Source: an optimization exercise on an open RTL-to-GDS flow (aim: a short achievable clock period and few clock cycles). Production flows keep margins and buffers that such runs may drop.
In this exercise RTL edits were held to simulation tests only and were not proved equivalent to the original.

==> job 4385: inputs <==
==> flow/design.v <==
module alu #(
    parameter int XLen = 32
) (
    input  logic [XLen-1:0] a_i,
    input  logic [XLen-1:0] b_i,
    input  logic [5:0]      op_i,
    output logic [XLen-1:0] result_o
);
  logic [XLen-1:0] sum, diff;
  logic lt;
  pfx_add #(.W(XLen)) add_i (.a_i(a_i), .b_i(b_i),  .cin_i(1'b0), .s_o(sum));
  pfx_add #(.W(XLen)) sub_i (.a_i(a_i), .b_i(~b_i), .cin_i(1'b1), .s_o(diff));
  assign lt = (a_i[XLen-1] ^ b_i[XLen-1]) ? a_i[XLen-1] : diff[XLen-1];
  assign result_o = ({XLen{op_i[0]}} & sum)
                  | ({XLen{op_i[1]}} & diff)
                  | ({XLen{op_i[2]}} & (a_i & b_i))
                  | ({XLen{op_i[3]}} & (a_i | b_i))
                  | ({XLen{op_i[4]}} & (a_i ^ b_i))
                  | ({{(XLen-1){1'b0}}, op_i[5] & lt});
endmodule
module pfx_add #(
    parameter int W = 32,
    localparam int L = $clog2(W)
) (
    input  logic [W-1:0] a_i,
    input  logic [W-1:0] b_i,
    input  logic         cin_i,
    output logic [W-1:0] s_o
);
  logic [(L+1)*W-1:0] g, p;
  logic [W-1:0] p0;
  assign p0 = a_i ^ b_i;
  assign g[0] = (a_i[0] & b_i[0]) | (p0[0] & cin_i);
  assign p[0] = 1'b0;
  assign g[W-1:1] = a_i[W-1:1] & b_i[W-1:1];
  assign p[W-1:1] = p0[W-1:1];
  for (genvar l = 0; l < L; l++) begin : g_lvl
    for (genvar i = 0; i < W; i++) begin : g_bit
      if (i >= (1 << l)) begin : g_op
        assign g[(l+1)*W+i] = g[l*W+i] | (p[l*W+i] & g[l*W+i-(1<<l)]);
        assign p[(l+1)*W+i] = p[l*W+i] & p[l*W+i-(1<<l)];
      end else begin : g_pass
        assign g[(l+1)*W+i] = g[l*W+i];
        assign p[(l+1)*W+i] = p[l*W+i];
      end
    end
  end
  assign s_o = p0 ^ {g[L*W+:W-1], cin_i};
endmodule
module regfile #(
    parameter int XLen = 32,
    parameter int NReg = 32,
    localparam int NRegWidth = $clog2(NReg)
) (
    input  logic                 clk_i,
    input  logic                 rst_ni,
    input  logic [NRegWidth-1:0] a1_i,
    input  logic [NRegWidth-1:0] a2_i,
    input  logic [NRegWidth-1:0] a3_i,    
    input  logic [XLen-1:0]      wd3_i,
    output logic [XLen-1:0]      rd1_o,
    output logic [XLen-1:0]      rd2_o
);
  logic [NReg-1:1]         valid_q;
  logic [NReg*XLen-1:XLen] rf_q;
  for (genvar i = 1; i < NReg; i++) begin : g_reg
    always_ff @(posedge clk_i or negedge rst_ni) begin
      if (!rst_ni) valid_q[i] <= 1'b0;
      else if (a3_i == i) valid_q[i] <= 1'b1;
    end
    always_ff @(posedge clk_i) begin
      if (a3_i == i) rf_q[i*XLen+:XLen] <= wd3_i;
    end
  end
  logic [XLen-1:0] r1, r2;
  always_comb begin
    r1 = '0;
    r2 = '0;
    for (int i = 1; i < NReg; i++) begin
      if (a1_i == i && valid_q[i]) r1 = r1 | rf_q[i*XLen+:XLen];
      if (a2_i == i && valid_q[i]) r2 = r2 | rf_q[i*XLen+:XLen];
    end
  end
  assign rd1_o = (a3_i != '0 && a3_i == a1_i) ? wd3_i : r1;
  assign rd2_o = (a3_i != '0 && a3_i == a2_i) ? wd3_i : r2;
endmodule
module riscv_sc #(
    parameter int XLen = 32,
    parameter int ILen = 32,
    parameter int AddrWidth = 16
) (
    input logic clk_i,
    input logic rst_ni,
    output logic [AddrWidth-1:0] pmem_addr_o,
    input logic [ILen-1:0] pmem_rdata_i,
    output logic [AddrWidth-1:0] dmem_addr_o,
    input logic [XLen-1:0] dmem_rdata_i,
    output logic dmem_we_o,
    output logic [XLen-1:0] dmem_wdata_o
);
  localparam logic [6:0] OpLoad = 7'b0000011;
  localparam logic [6:0] OpStore = 7'b0100011;
  localparam logic [6:0] OpReg = 7'b0110011;
  localparam logic [6:0] OpImm = 7'b0010011;
  localparam logic [6:0] OpBranch = 7'b1100011;
  localparam logic [6:0] OpLui = 7'b0110111;
  localparam logic [6:0] OpJal = 7'b1101111;
  logic [31:0] pc_q;
  localparam int NBtb = 8;
  logic [NBtb-1:0]   btb_valid_q;
  logic [15:2]       btb_tag_q[NBtb];
  logic [15:2]       btb_target_q[NBtb];
  logic [$clog2(NBtb)-1:0] btb_ptr_q;
  logic        fill_q;
  logic [31:0] fill_pc_q, fill_target_q;
  logic        d_valid_q;
  logic        d_pred_q;     
  logic [31:0] d_ir_q;
  logic [31:0] d_pc_q;
  logic [31:0] e_a_q, e_b_q, e_r2_q;
  logic [5:0]  e_op_q;
  logic [4:0]  e_rd_q;       
  logic        e_load_q, e_store_q, e_beq_q;
  logic [31:0] e_target_q;
  logic [31:0] m_res_q, m_wdata_q;
  logic [4:0]  m_rd_q;
  logic        m_load_q, m_store_q;
  logic [31:0] w_res_q;
  logic [4:0]  w_rd_q;
  logic        btb_hit;
  logic [15:2] btb_target;
  always_comb begin
    btb_hit = 1'b0;
    btb_target = '0;
    for (int i = 0; i < NBtb; i++) begin
      if (btb_valid_q[i] && btb_tag_q[i] == pc_q[15:2]) begin
        btb_hit = 1'b1;
        btb_target = btb_target_q[i];
      end
    end
  end
  logic btb_fill;
  assign btb_fill = fill_q && fill_target_q[31:16] == fill_pc_q[31:16] &&
                    fill_target_q[1:0] == 2'b00;
  logic [31:0] ir;
  logic [6:0]  op;
  logic [4:0]  rs1, rs2, rd;
  logic [2:0]  funct3;
  logic is_load, is_store, is_reg, is_imm, is_beq, is_lui, is_jal;
  logic beq_same, uses_rs1, uses_rs2, writes_rd;
  logic [31:0] imm_i, imm_s, imm_b, imm_j, imm_u;
  logic [31:0] rd1, rd2;
  logic [31:0] d_target_b, d_target_j, d_target, d_link;
  logic [5:0]  d_aluop;
  logic stall, flush_e;
  assign ir     = d_ir_q;
  assign op     = ir[6:0];
  assign rs1    = ir[19:15];
  assign rs2    = ir[24:20];
  assign rd     = ir[11:7];
  assign funct3 = ir[14:12];
  assign is_load  = op == OpLoad;
  assign is_store = op == OpStore;
  assign is_reg   = op == OpReg;
  assign is_imm   = op == OpImm;
  assign is_beq   = op == OpBranch;
  assign is_lui   = op == OpLui;
  assign is_jal   = op == OpJal;
  assign beq_same  = is_beq && rs1 == rs2;
  assign uses_rs1  = is_load | is_store | is_reg | is_imm | (is_beq & ~beq_same);
  assign uses_rs2  = is_store | is_reg | (is_beq & ~beq_same);
  assign writes_rd = (is_load | is_reg | is_imm | is_lui | is_jal) && rd != 5'd0;
  assign imm_i = {{20{ir[31]}}, ir[31:20]};
  assign imm_s = {{20{ir[31]}}, ir[31:25], ir[11:7]};
  assign imm_b = {{19{ir[31]}}, ir[31], ir[7], ir[30:25], ir[11:8], 1'b0};
  assign imm_j = {{11{ir[31]}}, ir[31], ir[19:12], ir[20], ir[30:21], 1'b0};
  assign imm_u = {ir[31:12], 12'b0};
  assign d_target_b = d_pc_q + imm_b;
  assign d_target_j = d_pc_q + imm_j;
  assign d_target   = is_jal ? d_target_j : d_target_b;
  assign d_link     = d_pc_q + 32'd4;
  always_comb begin
    d_aluop = 6'b000001;
    if (is_reg | is_imm) begin
      unique case (funct3)
        3'b000:  d_aluop = (is_reg && ir[30]) ? 6'b000010 : 6'b000001;
        3'b111:  d_aluop = 6'b000100;
        3'b110:  d_aluop = 6'b001000;
        3'b100:  d_aluop = 6'b010000;
        3'b010:  d_aluop = 6'b100000;
        default: d_aluop = 6'b000001;
      endcase
    end
  end
  regfile #(
      .XLen(XLen),
      .NReg(32)
  ) regfile_i (
      .clk_i (clk_i),
      .rst_ni(rst_ni),
      .a1_i  (rs1),
      .a2_i  (rs2),
      .a3_i  (w_rd_q),
      .wd3_i (w_res_q),
      .rd1_o (rd1),
      .rd2_o (rd2)
  );
  assign stall = d_valid_q && e_load_q && e_rd_q != 5'd0 &&
                 ((uses_rs1 && rs1 == e_rd_q) || (uses_rs2 && rs2 == e_rd_q));
  logic taken_d, mispred_d, redirect_d;
  assign taken_d    = is_jal || beq_same;
  assign redirect_d = d_valid_q && !flush_e && (taken_d != d_pred_q);
  assign mispred_d  = d_pred_q;    
  logic [31:0] m_value, a_d, r2_d, b_d;
  logic fa_e, fa_m, fr_e, fr_m;
  assign m_value = m_load_q ? dmem_rdata_i : m_res_q;
  assign fa_e = uses_rs1 && rs1 == e_rd_q && rs1 != 5'd0;
  assign fa_m = uses_rs1 && rs1 == m_rd_q && rs1 != 5'd0;
  assign fr_e = uses_rs2 && rs2 == e_rd_q && rs2 != 5'd0;
  assign fr_m = uses_rs2 && rs2 == m_rd_q && rs2 != 5'd0;
  assign a_d  = fa_m ? m_value : is_lui ? 32'd0 : is_jal ? d_link : rd1;
  assign r2_d = fr_m ? m_value : rd2;
  assign b_d  = is_reg ? r2_d : is_store ? imm_s : is_lui ? imm_u : is_jal ? 32'd0 : imm_i;
  logic [31:0] res;
  logic eq;
  alu #(
      .XLen(XLen)
  ) alu_i (
      .a_i(e_a_q),
      .b_i(e_b_q),
      .op_i(e_op_q),
      .result_o(res)
  );
  assign eq = e_a_q == e_r2_q;
  assign flush_e = e_beq_q && eq;
  always_ff @(posedge clk_i or negedge rst_ni) begin
    if (!rst_ni) begin
      pc_q        <= '0;
      btb_valid_q <= '0;
      btb_ptr_q   <= '0;
      fill_q      <= 1'b0;
      d_valid_q   <= 1'b0;
      e_rd_q      <= '0;
      e_load_q    <= 1'b0;
      e_store_q   <= 1'b0;
      e_beq_q     <= 1'b0;
      m_rd_q      <= '0;
      m_load_q    <= 1'b0;
      m_store_q   <= 1'b0;
      w_rd_q      <= '0;
    end else begin
      if (flush_e) pc_q <= e_target_q;
      else if (stall) pc_q <= pc_q;
      else if (redirect_d) pc_q <= mispred_d ? d_link : d_target;
      else if (btb_hit) pc_q <= {pc_q[31:16], btb_target, 2'b00};
      else pc_q <= pc_q + 32'd4;
      fill_q <= redirect_d && !mispred_d;
      if (btb_fill) begin
        btb_valid_q[btb_ptr_q] <= 1'b1;
        btb_ptr_q <= btb_ptr_q + 1'b1;
      end
      if (flush_e || redirect_d) d_valid_q <= 1'b0;
      else if (!stall) d_valid_q <= 1'b1;
      if (flush_e || stall || !d_valid_q) begin
        e_rd_q    <= '0;
        e_load_q  <= 1'b0;
        e_store_q <= 1'b0;
        e_beq_q   <= 1'b0;
      end else begin
        e_rd_q    <= writes_rd ? rd : 5'd0;
        e_load_q  <= is_load;
        e_store_q <= is_store;
        e_beq_q   <= is_beq && !beq_same;
      end
      m_rd_q    <= e_rd_q;
      m_load_q  <= e_load_q;
      m_store_q <= e_store_q;
      w_rd_q <= m_rd_q;
    end
  end
  always_ff @(posedge clk_i) begin
    fill_pc_q     <= d_pc_q;
    fill_target_q <= d_target;
    if (btb_fill) begin
      btb_tag_q[btb_ptr_q]    <= fill_pc_q[15:2];
      btb_target_q[btb_ptr_q] <= fill_target_q[15:2];
    end
    if (!stall) begin
      d_ir_q   <= pmem_rdata_i;
      d_pc_q   <= pc_q;
      d_pred_q <= btb_hit;
    end
    e_a_q      <= fa_e ? res : a_d;
    e_b_q      <= (fr_e && is_reg) ? res : b_d;
    e_r2_q     <= fr_e ? res : r2_d;
    e_op_q     <= (is_reg | is_imm) ? d_aluop : 6'b000001;
    e_target_q <= d_target_b;
    m_res_q   <= res;
    m_wdata_q <= e_r2_q;
    w_res_q <= m_value;
  end
  assign pmem_addr_o  = pc_q[AddrWidth-1:0];
  assign dmem_addr_o  = m_res_q[AddrWidth-1:0];
  assign dmem_we_o    = m_store_q;
  assign dmem_wdata_o = m_wdata_q;
endmodule
==> flow/flow/run.sh <==
#!/bin/bash
set -euo pipefail
bash standard.sh SETUP_SLACK_MARGIN=7.5 finish > standard.log 2>&1
==> flow/standard.sh <==
#!/bin/bash
# synth_recipe.tcl (not shown) runs the flow's synth.tcl, then flattens the netlist and writes it again
# the make line also repeats each setting of config.mk as NAME=value (left out here)
make -C /OpenROAD-flow-scripts/flow DESIGN_CONFIG=/design/flow/config.mk WORK_HOME=/design/flow/orfs CLKGATE_MAP_FILE= SYNTH_SCRIPT=/design/flow/synth_recipe.tcl "${@:-finish}"
==> flow/config.mk <==
export PLATFORM = sky130hd
export DESIGN_NAME = riscv_sc
export DESIGN_NICKNAME = riscv_sc
export VERILOG_FILES = /design/flow/design.v
export SDC_FILE = /design/flow/constraint.sdc
export NUM_CORES = 4
export LEC_CHECK = 0
export CAP_MARGIN = 20
export CORE_MARGIN = 2
export CORE_UTILIZATION = 40
export PLACE_DENSITY = 0.5
export SETUP_SLACK_MARGIN = 5
export SLEW_MARGIN = 20
==> flow/constraint.sdc <==
create_clock -name core_clock -period 11.0 [get_ports {clk_i}]
set_input_delay 2.2000 -clock core_clock [delete_from_list [all_inputs] [get_ports {clk_i}]]
set_output_delay 2.2000 -clock core_clock [all_outputs]
set_load 0.01 [all_outputs]
==> job 3361 (differences from job 4385) <==
==> flow/design.v, changed modules only <==
module alu #(
    parameter int XLen = 32
) (
    input  logic [XLen-1:0] a_i,
    input  logic [XLen-1:0] b_i,
    input  logic [5:0]      op_i,
    output logic [XLen-1:0] result_o
);
  logic [XLen-1:0] sum, diff;
  logic lt;
  assign sum  = a_i + b_i;
  assign diff = a_i - b_i;
  assign lt   = (a_i[XLen-1] ^ b_i[XLen-1]) ? a_i[XLen-1] : diff[XLen-1];
  assign result_o = ({XLen{op_i[0]}} & sum)
                  | ({XLen{op_i[1]}} & diff)
                  | ({XLen{op_i[2]}} & (a_i & b_i))
                  | ({XLen{op_i[3]}} & (a_i | b_i))
                  | ({XLen{op_i[4]}} & (a_i ^ b_i))
                  | ({{(XLen-1){1'b0}}, op_i[5] & lt});
endmodule
module riscv_sc #(
    parameter int XLen = 32,
    parameter int ILen = 32,
    parameter int AddrWidth = 16
) (
    input logic clk_i,
    input logic rst_ni,
    output logic [AddrWidth-1:0] pmem_addr_o,
    input logic [ILen-1:0] pmem_rdata_i,
    output logic [AddrWidth-1:0] dmem_addr_o,
    input logic [XLen-1:0] dmem_rdata_i,
    output logic dmem_we_o,
    output logic [XLen-1:0] dmem_wdata_o
);
  localparam logic [6:0] OpLoad = 7'b0000011;
  localparam logic [6:0] OpStore = 7'b0100011;
  localparam logic [6:0] OpReg = 7'b0110011;
  localparam logic [6:0] OpImm = 7'b0010011;
  localparam logic [6:0] OpBranch = 7'b1100011;
  localparam logic [6:0] OpLui = 7'b0110111;
  localparam logic [6:0] OpJal = 7'b1101111;
  logic [31:0] pc_q;
  logic        d_valid_q;
  logic [31:0] d_ir_q;
  logic [31:0] d_pc_q;
  logic [31:0] e_a_q, e_b_q, e_r2_q;
  logic        e_fa_m_q, e_fa_w_q, e_fb_m_q, e_fb_w_q, e_fr_m_q, e_fr_w_q;
  logic [5:0]  e_op_q;
  logic [4:0]  e_rd_q;       
  logic        e_load_q, e_store_q, e_beq_q;
  logic [31:0] e_target_q;
  logic [31:0] m_res_q, m_wdata_q;
  logic [4:0]  m_rd_q;
  logic        m_load_q, m_store_q;
  logic [31:0] w_res_q;
  logic [4:0]  w_rd_q;
  logic [31:0] ir;
  logic [6:0]  op;
  logic [4:0]  rs1, rs2, rd;
  logic [2:0]  funct3;
  logic is_load, is_store, is_reg, is_imm, is_beq, is_lui, is_jal;
  logic beq_same, uses_rs1, uses_rs2, writes_rd;
  logic [31:0] imm_i, imm_s, imm_b, imm_j, imm_u;
  logic [31:0] rd1, rd2;
  logic [31:0] d_target, d_link;
  logic [5:0]  d_aluop;
  logic redirect_d, stall, flush_e;
  assign ir     = d_ir_q;
  assign op     = ir[6:0];
  assign rs1    = ir[19:15];
  assign rs2    = ir[24:20];
  assign rd     = ir[11:7];
  assign funct3 = ir[14:12];
  assign is_load  = op == OpLoad;
  assign is_store = op == OpStore;
  assign is_reg   = op == OpReg;
  assign is_imm   = op == OpImm;
  assign is_beq   = op == OpBranch;
  assign is_lui   = op == OpLui;
  assign is_jal   = op == OpJal;
  assign beq_same  = is_beq && rs1 == rs2;
  assign uses_rs1  = is_load | is_store | is_reg | is_imm | (is_beq & ~beq_same);
  assign uses_rs2  = is_store | is_reg | (is_beq & ~beq_same);
  assign writes_rd = (is_load | is_reg | is_imm | is_lui | is_jal) && rd != 5'd0;
  assign imm_i = {{20{ir[31]}}, ir[31:20]};
  assign imm_s = {{20{ir[31]}}, ir[31:25], ir[11:7]};
  assign imm_b = {{19{ir[31]}}, ir[31], ir[7], ir[30:25], ir[11:8], 1'b0};
  assign imm_j = {{11{ir[31]}}, ir[31], ir[19:12], ir[20], ir[30:21], 1'b0};
  assign imm_u = {ir[31:12], 12'b0};
  assign d_target = d_pc_q + (is_jal ? imm_j : imm_b);
  assign d_link   = d_pc_q + 32'd4;
  always_comb begin
    d_aluop = 6'b000001;
    if (is_reg | is_imm) begin
      unique case (funct3)
        3'b000:  d_aluop = (is_reg && ir[30]) ? 6'b000010 : 6'b000001;
        3'b111:  d_aluop = 6'b000100;
        3'b110:  d_aluop = 6'b001000;
        3'b100:  d_aluop = 6'b010000;
        3'b010:  d_aluop = 6'b100000;
        default: d_aluop = 6'b000001;
      endcase
    end
  end
  regfile #(
      .XLen(XLen),
      .NReg(32)
  ) regfile_i (
      .clk_i (clk_i),
      .rst_ni(rst_ni),
      .a1_i  (rs1),
      .a2_i  (rs2),
      .a3_i  (w_rd_q),
      .wd3_i (w_res_q),
      .rd1_o (rd1),
      .rd2_o (rd2)
  );
  assign stall = d_valid_q && e_load_q && e_rd_q != 5'd0 &&
                 ((uses_rs1 && rs1 == e_rd_q) || (uses_rs2 && rs2 == e_rd_q));
  assign redirect_d = d_valid_q && (is_jal || beq_same) && !flush_e;
  logic fa_m, fa_w, fr_m, fr_w;
  assign fa_m = rs1 != 5'd0 && rs1 == e_rd_q;
  assign fa_w = rs1 != 5'd0 && rs1 == m_rd_q && !fa_m;
  assign fr_m = rs2 != 5'd0 && rs2 == e_rd_q;
  assign fr_w = rs2 != 5'd0 && rs2 == m_rd_q && !fr_m;
  logic [31:0] a, b, r2, res;
  logic eq;
  assign a  = e_fa_m_q ? m_res_q : e_fa_w_q ? w_res_q : e_a_q;
  assign b  = e_fb_m_q ? m_res_q : e_fb_w_q ? w_res_q : e_b_q;
  assign r2 = e_fr_m_q ? m_res_q : e_fr_w_q ? w_res_q : e_r2_q;
  alu #(
      .XLen(XLen)
  ) alu_i (
      .a_i(a),
      .b_i(b),
      .op_i(e_op_q),
      .result_o(res)
  );
  assign eq = a == r2;
  assign flush_e = e_beq_q && eq;
  always_ff @(posedge clk_i or negedge rst_ni) begin
    if (!rst_ni) begin
      pc_q      <= '0;
      d_valid_q <= 1'b0;
      e_rd_q    <= '0;
      e_load_q  <= 1'b0;
      e_store_q <= 1'b0;
      e_beq_q   <= 1'b0;
      m_rd_q    <= '0;
      m_load_q  <= 1'b0;
      m_store_q <= 1'b0;
      w_rd_q    <= '0;
    end else begin
      if (flush_e) pc_q <= e_target_q;
      else if (stall) pc_q <= pc_q;
      else if (redirect_d) pc_q <= d_target;
      else pc_q <= pc_q + 32'd4;
      if (flush_e || redirect_d) d_valid_q <= 1'b0;
      else if (!stall) d_valid_q <= 1'b1;
      if (flush_e || stall || !d_valid_q) begin
        e_rd_q    <= '0;
        e_load_q  <= 1'b0;
        e_store_q <= 1'b0;
        e_beq_q   <= 1'b0;
      end else begin
        e_rd_q    <= writes_rd ? rd : 5'd0;
        e_load_q  <= is_load;
        e_store_q <= is_store;
        e_beq_q   <= is_beq && !beq_same;
      end
      m_rd_q    <= e_rd_q;
      m_load_q  <= e_load_q;
      m_store_q <= e_store_q;
      w_rd_q <= m_rd_q;
    end
  end
  always_ff @(posedge clk_i) begin
    if (!stall) begin
      d_ir_q <= pmem_rdata_i;
      d_pc_q <= pc_q;
    end
    e_a_q      <= (is_lui) ? 32'd0 : (is_jal) ? d_link : rd1;
    e_b_q      <= (is_reg) ? rd2 : (is_store) ? imm_s : (is_lui) ? imm_u : (is_jal) ? 32'd0 : imm_i;
    e_r2_q     <= rd2;
    e_fa_m_q   <= fa_m && uses_rs1;
    e_fa_w_q   <= fa_w && uses_rs1;
    e_fb_m_q   <= fr_m && is_reg;
    e_fb_w_q   <= fr_w && is_reg;
    e_fr_m_q   <= fr_m;
    e_fr_w_q   <= fr_w;
    e_op_q     <= (is_reg | is_imm) ? d_aluop : 6'b000001;
    e_target_q <= d_pc_q + imm_b;
    m_res_q   <= res;
    m_wdata_q <= r2;
    w_res_q <= m_load_q ? dmem_rdata_i : m_res_q;
  end
  assign pmem_addr_o  = pc_q[AddrWidth-1:0];
  assign dmem_addr_o  = m_res_q[AddrWidth-1:0];
  assign dmem_we_o    = m_store_q;
  assign dmem_wdata_o = m_wdata_q;
endmodule
// module pfx_add removed
==> flow/run.sh (new file) <==
#!/bin/bash
# synth_recipe.tcl (not shown) runs the flow's synth.tcl, then flattens the netlist and writes it again
# the make line also repeats each setting of config.mk as NAME=value (left out here)
make -C /OpenROAD-flow-scripts/flow DESIGN_CONFIG=/design/flow/config.mk WORK_HOME=/design/flow/orfs CLKGATE_MAP_FILE= SYNTH_SCRIPT=/design/flow/synth_recipe.tcl finish
CORE_UTILIZATION = 30   (was 40)
PLACE_DENSITY = not set   (was 0.5)
SETUP_SLACK_MARGIN = 0.5   (was 5)
removed: flow/flow/run.sh
removed: flow/standard.sh
==> impl_metrics.tcl <==
set metrics [dict create \
    outcome "finished clean" \
    grt_pass1_wl_um 408000 \
    power_density_mw_per_mm2 174 \
    hold_slack_ps 397 \
    m1WireLength_um 106000 \
    max_slew.worst_pin.slew_ps 1240 \
    synthTopCellsByArea "edfxtp_1 49%, dfxtp_1 7.3%, a22oi_1 4.4%" \
    clock_buffers 185 \
    crit_required_ps 11760 \
    path_class "flop to flop" \
    inverters 117 \
    place.gp.congestion 0.965 \
    timing.final.crit_period_ps 5690 \
    final-clk-cell-share 0.0634 \
    cp_data_arrival_time_ps 6450 \
    grt_use_total 0.264 \
]
Source of the figures above: job 3361

==> impl_metrics.tcl <==
set metrics [dict create \
    path_class "flop to output port" \
    max_slew.worst_pin.slew_ps 1270 \
    final-clk-cell-share 0.0673 \
    crit_required_ps 8800 \
    outcome "finished clean" \
    timing.final.crit_period_ps 3740 \
    synthTopCellsByArea "edfxtp_1 50%, a22oi_1 8.5%, dfxtp_1 7.5%" \
    cp_data_arrival_time_ps 1540 \
    hold_slack_ps 362 \
    clock_buffers 241 \
    inverters 167 \
]
Source of the figures above: job 4385

Testbench counts of job 4385, summed over its fixed seeds: cycles 86,380.
Testbench counts of job 3361, summed over its fixed seeds: cycles 93,771.

re-timing with driven ports:
The flow's constraints put no driver on any port. The routed layouts listed below were extracted and timed again, unchanged, in two steps.
Step 1: set_driving_cell puts a clkbuf_16 on clk_i and a buf_2 on each other input, an assumption about the parent block.
Step 2 moves the port delays by t, midway between the first and last clock arrival at a register: inputs arrive t later, outputs are due t later. That takes back most of the time a late clock gives input paths.
a / b / c = no drivers / after step 1 / after step 2; a / b = the first two.
| run | shift t [ns] | setup slack, ns | hold WS [ns] |
|---|---|---|---|
| job 4385 | 0.919 | 7.256 / 7.169 / 6.928 | 0.362 / 0.362 / 0.362 |
| job 3361 | 0.895 | 5.307 / 5.307 / 5.307 | 0.397 / 0.397 / 0.397 |
After both steps every run listed still meets setup and hold. For job 4385, which loses most, drivers alone change the setup slack by -0.087 ns; drivers and shift together by -0.328 ns.
